This is an optimization exercise on Yosys and OpenROAD, whose aim is small area, not a production implementation. The RTL was checked by simulation tests, not by an equivalence proof against the original design.

<file path="config.mk">
export PLATFORM = sky130hd
export DESIGN_NAME = top_servo
export DESIGN_NICKNAME = top_servo
export VERILOG_FILES = /design/flow/design.v
export SDC_FILE = /design/flow/constraint.sdc
export NUM_CORES = 4
export LEC_CHECK = 0
export CAP_MARGIN = 20
export CORE_MARGIN = 2
export CORE_UTILIZATION = 60
export SLEW_MARGIN = 20
export SYNTH_HIERARCHICAL = 1
</file>
<file path="constraint.sdc">
create_clock -name core_clock -period 20.0 [get_ports {clk}]
set_input_delay 4.0000 -clock core_clock [delete_from_list [all_inputs] [get_ports {clk}]]
set_output_delay 4.0000 -clock core_clock [all_outputs]
set_load 0.01 [all_outputs]
</file>
<file path="design.v">
module fa (
	input  logic a,
	input  logic b,
	input  logic c,
	output logic s,
	output logic co
);
	assign s  = a ^ b ^ c;
	assign co = (a & b) | (a & c) | (b & c);
endmodule
module ha (
	input  logic a,
	input  logic b,
	output logic s,
	output logic co
);
	assign s  = a ^ b;
	assign co = a & b;
endmodule
module top_servo(
	input logic clk,
	input logic rst_n,
	input logic [11:0] target_pos,
	input logic [11:0] measured_pos,
	input logic [11:0] measured_current,
	output logic pwm_out,
	output logic [17:0] duty,
	output logic current_high
);
	wire [11:0] gtob_out = target_pos;
	wire [11:0] position_b_out = measured_pos;
	wire [11:0] current_b_out = measured_current;
	logic [16:0] duty_n;
	localparam [11:0] CURRENT_MAX = 12'd2500;
	localparam [19:0] LFSR_X = 20'hc1546;
	localparam logic [31:0] ACC0 = 32'hfff9a502;    
	logic [12:0] x1, x2, x3, x4;
	logic [31:0] acc;
	logic [12:0] xin;
	logic [12:0] cx;
	assign xin[0] = gtob_out[0] ^ position_b_out[0];
	assign cx[1]  = gtob_out[0] | ~position_b_out[0];
	for (genvar i = 1; i < 12; i++) begin : g_xin
		fa u (.a(gtob_out[i]), .b(~position_b_out[i]), .c(cx[i]), .s(xin[i]), .co(cx[i+1]));
	end
	assign xin[12] = ~cx[12];
	wire [12:0] x2u = {~x2[12], x2[11:0]};
	wire [12:0] x3u = {~x3[12], x3[11:0]};
	wire [12:0] x4n = {x4[12], ~x4[11:0]};
	logic [13:0] p;
	logic [13:0] cp;
	ha u_p0 (.a(x3u[0]), .b(x4n[0]), .s(p[0]), .co(cp[1]));
	for (genvar i = 1; i < 13; i++) begin : g_p
		fa u (.a(x3u[i]), .b(x4n[i]), .c(cp[i]), .s(p[i]), .co(cp[i+1]));
	end
	assign p[13] = cp[13];
	logic [15:0] r;
	logic [15:0] cr;
	assign r[1:0] = x2u[1:0];
	ha u_r2 (.a(x2u[2]), .b(x2u[0]), .s(r[2]), .co(cr[3]));
	for (genvar i = 3; i < 13; i++) begin : g_r
		fa u (.a(x2u[i]), .b(x2u[i-2]), .c(cr[i]), .s(r[i]), .co(cr[i+1]));
	end
	ha u_r13 (.a(x2u[11]), .b(cr[13]), .s(r[13]), .co(cr[14]));
	ha u_r14 (.a(x2u[12]), .b(cr[14]), .s(r[14]), .co(cr[15]));
	assign r[15] = cr[15];
	logic [16:0] yu;
	logic [16:0] cy;
	assign yu[0] = p[0];
	ha u_y1 (.a(p[1]), .b(r[0]), .s(yu[1]), .co(cy[2]));
	for (genvar i = 2; i < 14; i++) begin : g_y
		fa u (.a(p[i]), .b(r[i-1]), .c(cy[i]), .s(yu[i]), .co(cy[i+1]));
	end
	ha u_y14 (.a(r[13]), .b(cy[14]), .s(yu[14]), .co(cy[15]));
	ha u_y15 (.a(r[14]), .b(cy[15]), .s(yu[15]), .co(cy[16]));
	assign yu[16] = r[15] ^ cy[16];
	logic [18:0] q;
	logic [18:0] cq;
	assign q[1:0] = yu[1:0];
	ha u_q2 (.a(yu[2]), .b(yu[0]), .s(q[2]), .co(cq[3]));
	for (genvar i = 3; i < 17; i++) begin : g_q
		fa u (.a(yu[i]), .b(yu[i-2]), .c(cq[i]), .s(q[i]), .co(cq[i+1]));
	end
	ha u_q17 (.a(yu[15]), .b(cq[17]), .s(q[17]), .co(cq[18]));
	assign q[18] = yu[16] ^ cq[18];
	logic [19:0] ctl;
	logic [20:0] cc;
	assign ctl[0] = acc[0];
	ha u_c1 (.a(acc[1]), .b(q[0]), .s(ctl[1]), .co(cc[2]));
	for (genvar i = 2; i < 20; i++) begin : g_c
		fa u (.a(acc[i]), .b(q[i-1]), .c(cc[i]), .s(ctl[i]), .co(cc[i+1]));
	end
	wire hi_ones = &acc[30:20];
	wire hi_zero = cc[20] ? (hi_ones & acc[31]) : ~|acc[31:20];
	wire neg     = acc[31] ^ (cc[20] & hi_ones);
	wire mid     = hi_zero & ~|ctl[19:17];      
	wire hi = ~neg & (~mid | (ctl[16:0] > 17'd100000));
	wire lo = neg | (mid & (ctl[16:0] < 17'd50000));
	logic [31:0] acc_sum;
	logic [31:0] ca;
	ha u_a0 (.a(acc[0]), .b(x2[0]), .s(acc_sum[0]), .co(ca[1]));
	for (genvar i = 1; i < 31; i++) begin : g_a
		fa u (.a(acc[i]), .b(x2[i < 13 ? i : 12]), .c(ca[i]), .s(acc_sum[i]), .co(ca[i+1]));
	end
	assign acc_sum[31] = acc[31] ^ x2[12] ^ ca[31];
	wire first = duty_n[16] & duty_n[15];
	always_ff @(posedge clk or negedge rst_n) begin
		if (!rst_n) begin
			x1 <= '0;
			x2 <= '0;
			x3 <= '0;
			x4 <= '0;
			acc <= ACC0;
			duty_n <= '1;
		end else begin
			x1 <= xin;
			x2 <= x1;
			x3 <= x2;
			x4 <= x3;
			acc <= acc_sum;
			if (first || lo)
				duty_n <= ~17'd50000;
			else if (hi)
				duty_n <= ~17'd100000;
			else
				duty_n <= ~ctl[16:0];
		end
	end
	localparam logic [19:0] POL = 20'h55555;    
	logic [19:0] st;
	wire  [19:0] lfsr = st ^ POL;
	wire over = current_b_out > CURRENT_MAX;
	wire low_ones = &lfsr[18:0];
	wire fb = ~(lfsr[19] ^ lfsr[16]) | low_ones;
	wire [19:0] lfsr_next = over ? {lfsr[18:0], fb} : LFSR_X;
	always_ff @(posedge clk or negedge rst_n) begin
		if (!rst_n)
			st <= LFSR_X ^ POL;
		else
			st <= lfsr_next ^ POL;
	end
	assign current_high = low_ones & lfsr[19];
	logic [19:0] counter;
	logic [19:0] inc;
	logic [20:0] c;
	logic [17:0] b;
	assign inc[0] = ~counter[0];
	assign c[1] = counter[0];
	for (genvar i = 1; i < 20; i++) begin : g_inc
		ha u (.a(counter[i]), .b(c[i]), .s(inc[i]), .co(c[i+1]));
	end
	wire wrap = &{counter[19:16], counter[14], counter[9], c[6]};
	localparam logic [19:0] WRAP_INC = 20'd1000000;
	always_ff @(posedge clk or negedge rst_n) begin
		if (!rst_n)
			counter <= '0;
		else
			counter <= inc & ~({20{wrap}} & WRAP_INC);
	end
	wire [16:0] dutyp = ~duty_n;
	assign b[0] = 1'b0;
	for (genvar i = 0; i < 17; i++) begin : g_cmp
		assign b[i+1] = (~counter[i] & dutyp[i]) | (~counter[i] & b[i]) | (dutyp[i] & b[i]);
	end
	assign pwm_out = ~current_high & ~|counter[19:17] & b[17];
	assign duty = {1'b0, ~(duty_n | {17{current_high}})};
endmodule
</file>
<file path="flow/run.sh">
#!/bin/bash
# Layout flow: the standard ORFS flow (standard.sh) with these changes:
#  - after the standard synthesis, the combinational glue logic (everything
#    but the flip-flops, full-adder cells and tie cells) is re-mapped by Yosys/ABC
#    with an area-oriented script (flow/remap.ys, flow/remap.abc); registers
#    keep their names and cell types. The ABC script is run with random seeds
#    1..8 and the netlist with the smallest cell area is kept (first seed on
#    a tie), so the result is deterministic.
#  - port buffers are buf_1 cells instead of the default pick
#  - clock tree synthesis uses clkbuf_4 leaves under a clkbuf_8 root, in
#    clusters of at most 10 sinks, and inserts no dummy balancing loads
# Logs in the work folder: synth.log (standard synthesis), remap_<seed>.log
# (the re-mappings), standard.log (the rest of the flow); each ORFS step also
# keeps its own log under orfs/logs/.
set -euo pipefail
export BUFFER_PORTS_ARGS="-buffer_cell sky130_fd_sc_hd__buf_1"
export CTS_ARGS="-sink_clustering_enable -repair_clock_nets -dont_use_dummy_load -buf_list sky130_fd_sc_hd__clkbuf_4 -root_buf sky130_fd_sc_hd__clkbuf_8 -sink_clustering_size 10"

R=orfs/results/${FLOW_PLATFORM}/top_servo/base
LIB=${FLOW_HOME}/platforms/${FLOW_PLATFORM}/lib/sky130_fd_sc_hd__tt_025C_1v80.lib
YOSYS=$(command -v yosys || true)
[[ -n "$YOSYS" ]] || YOSYS=${FLOW_HOME}/../tools/install/yosys/bin/yosys

bash standard.sh synth > synth.log 2>&1

cp "$R/1_2_yosys.v" "$R/1_2_yosys_standard.v"
mkdir -p remap
best=""
best_area=""
for seed in 1 2 3 4 5 6 7 8; do
  sed -e "s|SEED|$seed|" flow/remap.abc > remap/remap_$seed.abc
  sed -e "s|LIBFILE|$LIB|g" -e "s|INFILE|$R/1_2_yosys_standard.v|" \
      -e "s|OUTFILE|remap/netlist_$seed.v|" -e "s|ABCSCRIPT|$PWD/remap/remap_$seed.abc|" \
      -e "s|remap_check.txt|remap/check_$seed.txt|" -e "s|remap_stat.txt|remap/stat_$seed.txt|" \
      flow/remap.ys > remap/remap_$seed.ys
  if "$YOSYS" -s remap/remap_$seed.ys > remap_$seed.log 2>&1; then
    area=$(awk '/Chip area for module/ {print $NF}' remap/stat_$seed.txt | tail -1)
    if [[ -n "$area" ]] && { [[ -z "$best" ]] || awk -v a="$area" -v b="$best_area" 'BEGIN{exit !(a < b)}'; }; then
      best=$seed
      best_area=$area
    fi
  fi
done
echo "remap: seed $best, area $best_area" > remap_choice.txt
if [[ -n "$best" ]]; then
  cp "remap/netlist_$best.v" "$R/1_2_yosys.v"
  rm -f "$R/1_synth.odb" "$R/1_synth.sdc"
fi

bash standard.sh > standard.log 2>&1
</file>
<file path="flow/remap.abc">
&get -n
&deepsyn -J 50 -S SEED
&dch -f
&nf -p -R 1000
&put
topo
</file>
<file path="flow/remap.ys">
# Re-map the combinational glue of the standard synthesis netlist with an
# area-oriented ABC script. Flip-flops, full-adder cells and tie cells stay as
# they are (black boxes), so every register keeps its name and cell type; half
# adders are re-mapped with the rest.
# run.sh fills in LIBFILE, INFILE, OUTFILE and ABCSCRIPT.
read_liberty -overwrite -ignore_miss_func LIBFILE
blackbox sky130_fd_sc_hd__fa_* sky130_fd_sc_hd__df* sky130_fd_sc_hd__conb_*
read_verilog -overwrite INFILE
hierarchy -top top_servo
flatten -noscopeinfo
rename -hide w:_*_.*
opt_clean -purge
abc -liberty LIBFILE -dont_use *probe* -dont_use *lpflow* -script ABCSCRIPT
read_liberty -lib -overwrite LIBFILE
opt_clean -purge
hilomap -singleton -hicell sky130_fd_sc_hd__conb_1 HI -locell sky130_fd_sc_hd__conb_1 LO
splitnets
opt_clean -purge
insbuf -buf sky130_fd_sc_hd__buf_4 A X
opt_clean -purge
tee -o remap_check.txt check -assert
tee -o remap_stat.txt stat -liberty LIBFILE
write_verilog -noattr -noexpr -nohex -nodec OUTFILE
</file>
<file path="standard.sh">
#!/bin/bash
# synth_recipe.tcl (not shown) runs the flow's synth.tcl, then flattens the netlist and writes it again
# the make line also repeats each setting of config.mk as NAME=value (left out here)
make -C /OpenROAD-flow-scripts/flow DESIGN_CONFIG=/design/flow/config.mk WORK_HOME=/design/flow/orfs CLKGATE_MAP_FILE= SYNTH_SCRIPT=/design/flow/synth_recipe.tcl "${@:-finish}"
</file>
==> results by group, run 1 <==
Run status
  – Outcome: complete, no violations

Global route
  – Global Route Usage Sum: 0.1880
  – Initial antenna violation count: 0
  – Vias in the first global route: 4,011
  – Largest net degree at the start of global routing: 84
  – First-pass GRT wire length: 18,260 um
  – Global route overflow: 0

Clocking
  – CTS tree: built
  – Skew-Pair Late Insertion Delay: 0.41 ns
  – H-tree Lvls: 4
  – CTS clk-pin slew, worst paths: 0.11 ns
  – Clock Path Buffers: 2
  – Post-cts sizing count: 0
  – CTS Root Buffer Type: clkbuf_8
  – Total CTS buffers: 17
  – TritonCTS Sinks: 141
  – Post-CTS Setup Bufs: 0
  – CTS Hold Bufs: 0

Routing
  – DR WL/cell: 14.56 um
  – Antenna violation net count after detailed routing: 0
  – Drt drc: 0
  – 1st-pass router iterations: 4
  – Vias post-DR: 3,664
  – Routed WL: 9991 um
  – DR iter-0 viols: 157
  – DR vias/cell: 5.341

Timing
  – Crit share post-route: 0.6333
  – Unrepaired setup endpoints after global routing: no
  – Max-slew violations: 0
  – # setup viols final: 0
  – Hold_ws: 0.3523 ns
  – Slew headroom: 0.3838
  – Worst-margin pin slew: 0.9237 ns
  – Hold Vio Cnt, Final: 0
  – Worst Skew: 0.02456 ns
  – Final Critical Period: 12.67 ns
  – Max frequency: 78.95 MHz
  – Setup TNS: 0 ns

Yosys
  – Post-synthesis cell count: 467
  – Post-Syn Area: 6920 sq um
  – Avg Synthesized Cell Area: 14.82 sq um
  – Post-synth net total: 612
  – Yosys warns: 7

Worst setup path
  – Family with the most delay on the worst path: adder cells
  – Slowest stage cell on the critical path: dfrtp_1
  – CP Capture Type: flip-flop
  – CP Class: flip-flop to flip-flop
  – Crit-path max cell delay: 0.45 ns
  – Critical Path AT: 12.99 ns
  – Crit path buffers/inverters: 0
  – CP required: 20.32 ns
  – Crit path max fanout: 7
  – Crit path top cell by count: fa_1
  – Crit path launch type: flip-flop

Final layout
  – Layout cells sized above 1: 0.1179
  – Final Util: 0.6601
  – Nets: 690
  – Fin cells: 686
  – Fillcell total: 831
  – Area added between synthesis and finish: 7.991%
  – Ant diodes: 0

Place
  – GPL Wtd Cong: 0.8011
  – Hpwl dp: 7960 um
  – Port Buf Inserts: 56
  – Cells after DPL: 669

Floorplanning
  – Core area: 11,320 sq um
  – Rows: 39
  – Total I/O pin count: 58
  – Initial Utilization: 0.6113
  – Die ar.: 12,410 sq um
  – Die height: 111.4 um
  – Die Span X: 111.4 um

Run
  – Maxcap violations: 0

Hold path
  – Worst Hold Class: flip-flop to flip-flop
[metal layers]
layer / GRT usage / wire length [um]
met3: 0.05498 / 463
met5: 0 / 0
met1: 0.2667 / 4525
met2: 0.2886 / 4881
met4: 0.06255 / 121
[through the flow]
stage	cell area [sq um]	setup slack, ns
finish	7473	7.333
global route	7473	6.829
floorplan	6920	7.819
detailed placement	7336	7.369
global placement	7336	7.563
CTS	7470	7.295
[sequential cells by signal, summed over array words and instances, names as in the netlist]
signal   count
acc         32
counter     20
st          20
duty_n      17
x1          13
x2          13
x3          13
x4          13
[cell type report]
class,count,area (sq um),area share
well taps,143,178.9,0.02394
flip-flops and latches,141,3581,0.4792
clock buffers,17,133.9,0.01791
multi-input cells,298,3231,0.4323
repair buffers,60,247.7,0.03315
inverters,27,101.3,0.01356
[layout by cell type (no fill, tap or decap), drive strengths merged, types with 6 or more instances in the layout]
master  instances
fa            107
dfrtp          99
buf            59
nor2           54
dfstp          42
clkinv         27
clkbuf         18
a21oi          15
nand2          13
xnor2          11
xor2            8
nor3            7
and2            7
o21ai           7
o22ai           7
nand4           6
nand2b          6
nor2b           6
[path summary, 6_finish.rpt]
kind                            start          to  slack, ns  cells past startpoint
worst max-delay path            x2[0]     acc[31]       7.33                     32
worst min-delay path            x1[8]       x2[8]       0.35                      0
worst max register to register  x2[0]     acc[31]       7.33                     32
worst min register to register  x1[8]       x2[8]       0.35                      0
max in group asynchronous       rst_n     acc[14]      15.12                      2
min in group asynchronous       rst_n  counter[3]       3.69                      1
==> run 2, diff against run 1 <==
--- a/flow/run.sh
+++ b/flow/run.sh
@@ -7,14 +7,14 @@
 #    1..8 and the netlist with the smallest cell area is kept (first seed on
 #    a tie), so the result is deterministic.
 #  - port buffers are buf_1 cells instead of the default pick
-#  - clock tree synthesis uses clkbuf_4 leaves under a clkbuf_8 root, in
+#  - clock tree synthesis uses clkbuf_4 buffers (root and leaves), in
 #    clusters of at most 10 sinks, and inserts no dummy balancing loads
 # Logs in the work folder: synth.log (standard synthesis), remap_<seed>.log
 # (the re-mappings), standard.log (the rest of the flow); each ORFS step also
 # keeps its own log under orfs/logs/.
 set -euo pipefail
 export BUFFER_PORTS_ARGS="-buffer_cell sky130_fd_sc_hd__buf_1"
-export CTS_ARGS="-sink_clustering_enable -repair_clock_nets -dont_use_dummy_load -buf_list sky130_fd_sc_hd__clkbuf_4 -root_buf sky130_fd_sc_hd__clkbuf_8 -sink_clustering_size 10"
+export CTS_ARGS="-sink_clustering_enable -repair_clock_nets -dont_use_dummy_load -buf_list sky130_fd_sc_hd__clkbuf_4 -root_buf sky130_fd_sc_hd__clkbuf_4 -sink_clustering_size 10"
 
 R=orfs/results/${FLOW_PLATFORM}/top_servo/base
 LIB=${FLOW_HOME}/platforms/${FLOW_PLATFORM}/lib/sky130_fd_sc_hd__tt_025C_1v80.lib
--- a/config.mk
+++ b/config.mk
@@ -7,6 +7,6 @@
 export LEC_CHECK = 0
 export CAP_MARGIN = 20
 export CORE_MARGIN = 2
-export CORE_UTILIZATION = 60
+export CORE_UTILIZATION = 70
 export SLEW_MARGIN = 20
 export SYNTH_HIERARCHICAL = 1
==> results by group, run 2 <==
Global route
  – Largest net degree at the start of global routing: 83 (-1.2%)
  – Global route overflow: 0 (unchanged)
  – Global Route Usage Sum: 0.2384 (+0.05049)
  – Initial antenna violation count: 0 (unchanged)
  – Vias in the first global route: 3,991 (-0.50%)
  – First-pass GRT wire length: 18,540 um (+1.5%)

Yosys
  – Avg Synthesized Cell Area: 14.82 sq um (unchanged)
  – Post-synthesis cell count: 467 (unchanged)
  – Post-synth net total: 612 (unchanged)
  – Post-Syn Area: 6920 sq um (unchanged)
  – Yosys warns: 7 (unchanged)

Final layout
  – Biggest regs: acc: 32 flops, counter: 20 flops, st: 20 flops
  – Commonest cells after routing, fill and taps aside: 107 x fa_1, 99 x dfrtp_1, 55 x buf_1, 54 x nor2_1, 42 x dfstp_2
  – Ant diodes: 0 (unchanged)
  – Multi-input gate area: 3231 sq um (unchanged)
  – Final Util: 0.7714 (+0.1113)
  – Most common cell after layout, fill and taps aside: fa_1
  – Reg area: 3581 sq um (unchanged)
  – Max reg flops: 32 (unchanged)
  – Area added between synthesis and finish: 7.955% (about the same)
  – Biggest register: acc
  – Fin cells: 676 (-1.5%)
  – Layout cells sized above 1: 0.1179 (unchanged)
  – Fillcell total: 609 (-27%)
  – Nets: 690 (unchanged)

Place
  – Cells after DPL: 658 (-1.6%)
  – Hpwl dp: 8479 um (+6.5%)
  – GPL Wtd Cong: 0.8037 (+0.32%)
  – Port Buf Inserts: 56 (unchanged)

Worst setup path
  – Worst Reg-to-Reg Cells: 32 (unchanged)
  – Crit path launch type: flip-flop
  – CP Capture Type: flip-flop
  – Reg2reg end: acc[31]
  – Slowest stage cell on the critical path: dfrtp_1
  – Crit path max fanout: 7 (unchanged)
  – Reg2reg start: x2[0]
  – CP required: 20.44 ns (+0.12 ns)
  – R2r setup slk: 7.23 ns (-0.11 ns)
  – Crit path top cell by count: fa_1
  – Crit-path max cell delay: 0.44 ns (about the same)
  – Critical Path AT: 13.21 ns (+0.22 ns)
  – CP Class: flip-flop to flip-flop

Routing
  – Drt drc: 0 (unchanged)
  – DR vias/cell: 5.541 (+3.8%)
  – Antenna violation net count after detailed routing: 0 (unchanged)
  – 1st-pass router iterations: 4 (unchanged)
  – DR iter-0 viols: 133 (-15%)
  – DR WL/cell: 15.86 um (+8.9%)
  – Vias post-DR: 3,746 (+2.2%)
  – Routed WL: 10,720 um (+7.3%)

Floorplanning
  – Die height: 103.4 um (-7.2%)
  – Core area: 9684 sq um (-14%)
  – Die Span X: 103.4 um (-7.2%)
  – Rows: 36 (-7.7%)
  – Initial Utilization: 0.7146 (+0.1033)
  – Total I/O pin count: 58 (unchanged)
  – Die ar.: 10,700 sq um (-14%)

Hold path
  – Hold Crit Depth: 0 (unchanged)
  – WHS Endpoint: x2[3]
  – Worst Hold Class: flip-flop to flip-flop
  – Min-delay src: x1[3]

Clocking
  – Total CTS buffers: 17 (unchanged)
  – TritonCTS Sinks: 141 (unchanged)
  – Post-CTS Setup Bufs: 0 (unchanged)
  – CTS Root Buffer Type: clkbuf_4
  – Skew-Pair Late Insertion Delay: 0.52 ns (+0.11 ns)
  – Clock Path Buffers: 2 (unchanged)
  – Post-cts sizing count: 0 (unchanged)
  – H-tree Lvls: 4 (unchanged)
  – CTS clk-pin slew, worst paths: 0.10 ns (about the same)
  – CTS tree: built
  – CTS Hold Bufs: 0 (unchanged)

Run
  – Maxcap violations: 0 (unchanged)

Run status
  – Outcome: complete, no violations

Timing
  – Hold_ws: 0.3447 ns (-0.007615 ns)
  – # setup viols final: 0 (unchanged)
  – Worst-margin pin slew: 0.9177 ns (-0.005960 ns)
  – Worst Skew: 0.03551 ns (+0.01095 ns)
  – Hold Vio Cnt, Final: 0 (unchanged)
  – Max-slew violations: 0 (unchanged)
  – Max frequency: 78.29 MHz (-0.83%)
  – Setup TNS: 0 ns (unchanged)
  – Final Critical Period: 12.77 ns (+0.1064 ns)
  – Slew headroom: 0.3878 (+0.003976)
  – Crit share post-route: 0.6387 (+0.005319)
  – Unrepaired setup endpoints after global routing: no
==> run 2: metal layers <==
layer | track usage | wire (um)
met5 | 0 | 0
met4 | 0.08502 | 184
met3 | 0.07527 | 539
met2 | 0.3777 | 5453
met1 | 0.3207 | 4544
==> run 2: cell type report <==
class,instances,area share
flip-flops and latches,141,0.4793
multi-input cells,298,0.4324
repair buffers,60,0.03534
well taps,133,0.02227
inverters,27,0.01357
clock buffers,17,0.01708
==> run 2: worst max-delay path by stage <==
stage,end,cells after the start,startpoint,slack [ns]
after global placement,acc[31],32,x2[0],7.59
after detailed placement,acc[31],32,x2[0],7.22
final,acc[31],32,x2[0],7.23
after floorplan,acc[31],32,x2[0],7.82
after global routing,acc[31],32,x2[0],6.81
after CTS,acc[31],32,x2[0],7.20
==> run 2: critical path: cells and delay by family, from the launching register on <==
| family | cells | cell delay, ns |
|---|---|---|
| adders and majority gates | 30 | 11.92 |
| DFF | 1 | 0.44 |
| and+or+nand+nor | 1 | 0.20 |
| xor gates and xnor gates | 1 | 0.16 |
==> run 2: through the flow <==
stage / worst slack [ns] / area (sq um)
2_1_floorplan: 7.819 / 6920
3_3_place_gp: 7.591 / 7316
3_5_place_dp: 7.222 / 7316
4_1_cts: 7.204 / 7443
5_1_grt: 6.805 / 7471
6_report: 7.227 / 7471
==> run 3, diff against run 2 <==
--- a/config.mk
+++ b/config.mk
@@ -7,6 +7,6 @@
 export LEC_CHECK = 0
 export CAP_MARGIN = 20
 export CORE_MARGIN = 2
-export CORE_UTILIZATION = 70
+export CORE_UTILIZATION = 60
 export SLEW_MARGIN = 20
 export SYNTH_HIERARCHICAL = 1
==> results by group, run 3 <==
Routing
  – 1st-pass router iterations: 4 (unchanged)
  – DR iter-0 viols: 150 (+13%)
  – Vias post-DR: 3,668 (-2.1%)
  – Routed WL: 10,000 um (-6.7%)
  – DR vias/cell: 5.347 (-3.5%)
  – Drt drc: 0 (unchanged)
  – DR WL/cell: 14.58 um (-8.1%)
  – Antenna violation net count after detailed routing: 0 (unchanged)

Final layout
  – Fillcell total: 832 (+37%)
  – Area added between synthesis and finish: 7.901% (about the same)
  – Max reg flops: 32 (unchanged)
  – Layout cells sized above 1: 0.1179 (unchanged)
  – Commonest cells after routing, fill and taps aside: 107 x fa_1, 99 x dfrtp_1, 55 x buf_1, 54 x nor2_1, 42 x dfstp_2
  – Most common cell after layout, fill and taps aside: fa_1
  – Biggest regs: acc: 32 flops, counter: 20 flops, st: 20 flops
  – Ant diodes: 0 (unchanged)
  – Fin cells: 686 (+1.5%)
  – Biggest register: acc
  – Nets: 690 (unchanged)

Global route
  – Initial antenna violation count: 0 (unchanged)
  – First-pass GRT wire length: 18,270 um (-1.5%)
  – Vias in the first global route: 4,011 (+0.50%)
  – Global route overflow: 0 (unchanged)
  – Global Route Usage Sum: 0.1883 (-0.05013)
  – Met1 usage in global routing: 0.2667 (-0.05405)
  – Grt met3 use: 0.05661 (-0.01865)
  – Met2 Use GR: 0.2886 (-0.08905)
  – Largest net degree at the start of global routing: 84 (+1.2%)
  – GR peak layer: met2

Floorplanning
  – Die height: 111.4 um (+7.7%)
  – Total I/O pin count: 58 (unchanged)
  – Initial Utilization: 0.6113 (-0.1033)
  – Die Span X: 111.4 um (+7.7%)
  – Die ar.: 12,410 sq um (+16%)
  – Rows: 39 (+8.3%)
  – Core area: 11,320 sq um (+17%)

Clocking
  – Clock Path Buffers: 2 (unchanged)
  – Skew-Pair Late Insertion Delay: 0.51 ns (about the same)
  – TritonCTS Sinks: 141 (unchanged)
  – Post-CTS Setup Bufs: 0 (unchanged)
  – Post-cts sizing count: 0 (unchanged)
  – CTS clk-pin slew, worst paths: 0.11 ns (about the same)
  – CTS tree: built
  – Total CTS buffers: 17 (unchanged)
  – CTS Hold Bufs: 0 (unchanged)
  – H-tree Lvls: 4 (unchanged)
  – CTS Root Buffer Type: clkbuf_4

Timing
  – Crit share post-route: 0.6336 (-0.005090)
  – Hold Vio Cnt, Final: 0 (unchanged)
  – Worst Skew: 0.02473 ns (-0.01078 ns)
  – Max frequency: 78.92 MHz (+0.80%)
  – Worst-margin pin slew: 0.9237 ns (+0.005960 ns)
  – Setup TNS: 0 ns (unchanged)
  – Final Critical Period: 12.67 ns (-0.1018 ns)
  – Max-slew violations: 0 (unchanged)
  – # setup viols final: 0 (unchanged)
  – Unrepaired setup endpoints after global routing: no
  – Slew headroom: 0.3838 (-0.003976)

Yosys
  – Avg Synthesized Cell Area: 14.82 sq um (unchanged)
  – Yosys warns: 7 (unchanged)
  – Post-synthesis cell count: 467 (unchanged)
  – Post-Syn Area: 6920 sq um (unchanged)
  – Post-synth net total: 612 (unchanged)

Worst setup path
  – Crit path max fanout: 7 (unchanged)
  – Critical Path AT: 13.10 ns (-0.11 ns)
  – Crit path top cell by count: fa_1
  – Crit-path max cell delay: 0.45 ns (about the same)
  – Slowest stage cell on the critical path: dfrtp_1
  – Family with the most delay on the worst path: adder cells
  – CP required: 20.43 ns (about the same)
  – Crit path buffers/inverters: 0 (unchanged)
  – CP Class: flip-flop to flip-flop
  – Crit path launch type: flip-flop
  – CP Capture Type: flip-flop

Place
  – Port Buf Inserts: 56 (unchanged)
  – Cells after DPL: 669 (+1.7%)
  – GPL Wtd Cong: 0.8011 (-0.32%)
  – Hpwl dp: 7960 um (-6.1%)

Run
  – Maxcap violations: 0 (unchanged)

Run status
  – Outcome: complete, no violations

Hold path
  – Worst Hold Class: flip-flop to flip-flop
[run 3: path summary, 6_finish.rpt]
path                       cells past startpoint  slack, ns  start    endpoint
max in group asynchronous                      2      15.22  rst_n     acc[14]
min in group asynchronous                      1       3.59  rst_n  counter[3]
setup / recovery                              32       7.33  x2[0]     acc[31]
setup reg to reg                              32       7.33  x2[0]     acc[31]
hold reg to reg                                0       0.35  x1[8]       x2[8]
hold / removal                                 0       0.35  x1[8]       x2[8]
[run 3: layout make-up]
cell class                 count  area [sq um]  area share
timing repair buffer          60         247.7     0.03318
sequential                   141          3581      0.4796
clock buffer                  17         127.6     0.01709
inverter                      27         101.3     0.01357
multi-input combinational    298          3231      0.4326
tap                          143         178.9     0.02396
[run 3: worst reg2reg max path, delay by kind of cell, from the launching register on]
kind / cells / cell delay, ns
flops: 1 / 0.45
fa+ha+maj: 30 / 11.79
simple gates: 1 / 0.19
xor+xnor: 1 / 0.16
[run 3: stage by stage]
| stage | instance area [sq um] | hold slack, ns | setup WS (ns) | util |
|---|---|---|---|---|
| 6_report | 7467 | 0.3525 | 7.329 | 0.6596 |
| 5_1_grt | 7467 | 0.3681 | 6.828 | 0.6596 |
| 4_1_cts | 7463 | 0.3606 | 7.295 | 0.6593 |
| 3_5_place_dp | 7336 | 0.3373 | 7.369 | 0.6480 |
| 3_3_place_gp | 7336 | 0.3316 | 7.563 | 0.6480 |
| 2_1_floorplan | 6920 | 0.3312 | 7.819 | - |
[run 3: metal layers]
| metal | vias up | wire [um] |
|---|---|---|
| met5 | - | 0 |
| met3 | 10 | 475 |
| met4 | 0 | 123 |
| li1 | 1691 | - |
| met1 | 1881 | 4520 |
| met2 | 86 | 4883 |

## afterwards: timing with drivers on the ports
The results above use ideal ports. As a check the final layouts listed here were re-extracted and re-timed, cells and wires unchanged. Step 1, drivers: a clkbuf_16 drives clk and a buf_2 each remaining input, both assumed. Step 2 moves the port delays by t, midway between the first and last clock arrival at a register: inputs arrive t later, outputs are due t later. That takes back most of the time a late clock gives input paths. Slacks: ideal / step 1 / step 2; pairs: ideal / step 1.
run | t, ns | slack for setup (ns) | hold WS [ns]
run 1 | 0.424 | 7.333 / 7.333 / 7.333 | 0.352 / 0.352 / 0.352
run 2 | 0.534 | 7.227 / 7.227 / 7.227 | 0.345 / 0.345 / 0.345
run 3 | 0.526 | 7.329 / 7.329 / 7.329 | 0.352 / 0.352 / 0.352
After both steps every run listed still meets setup and hold.
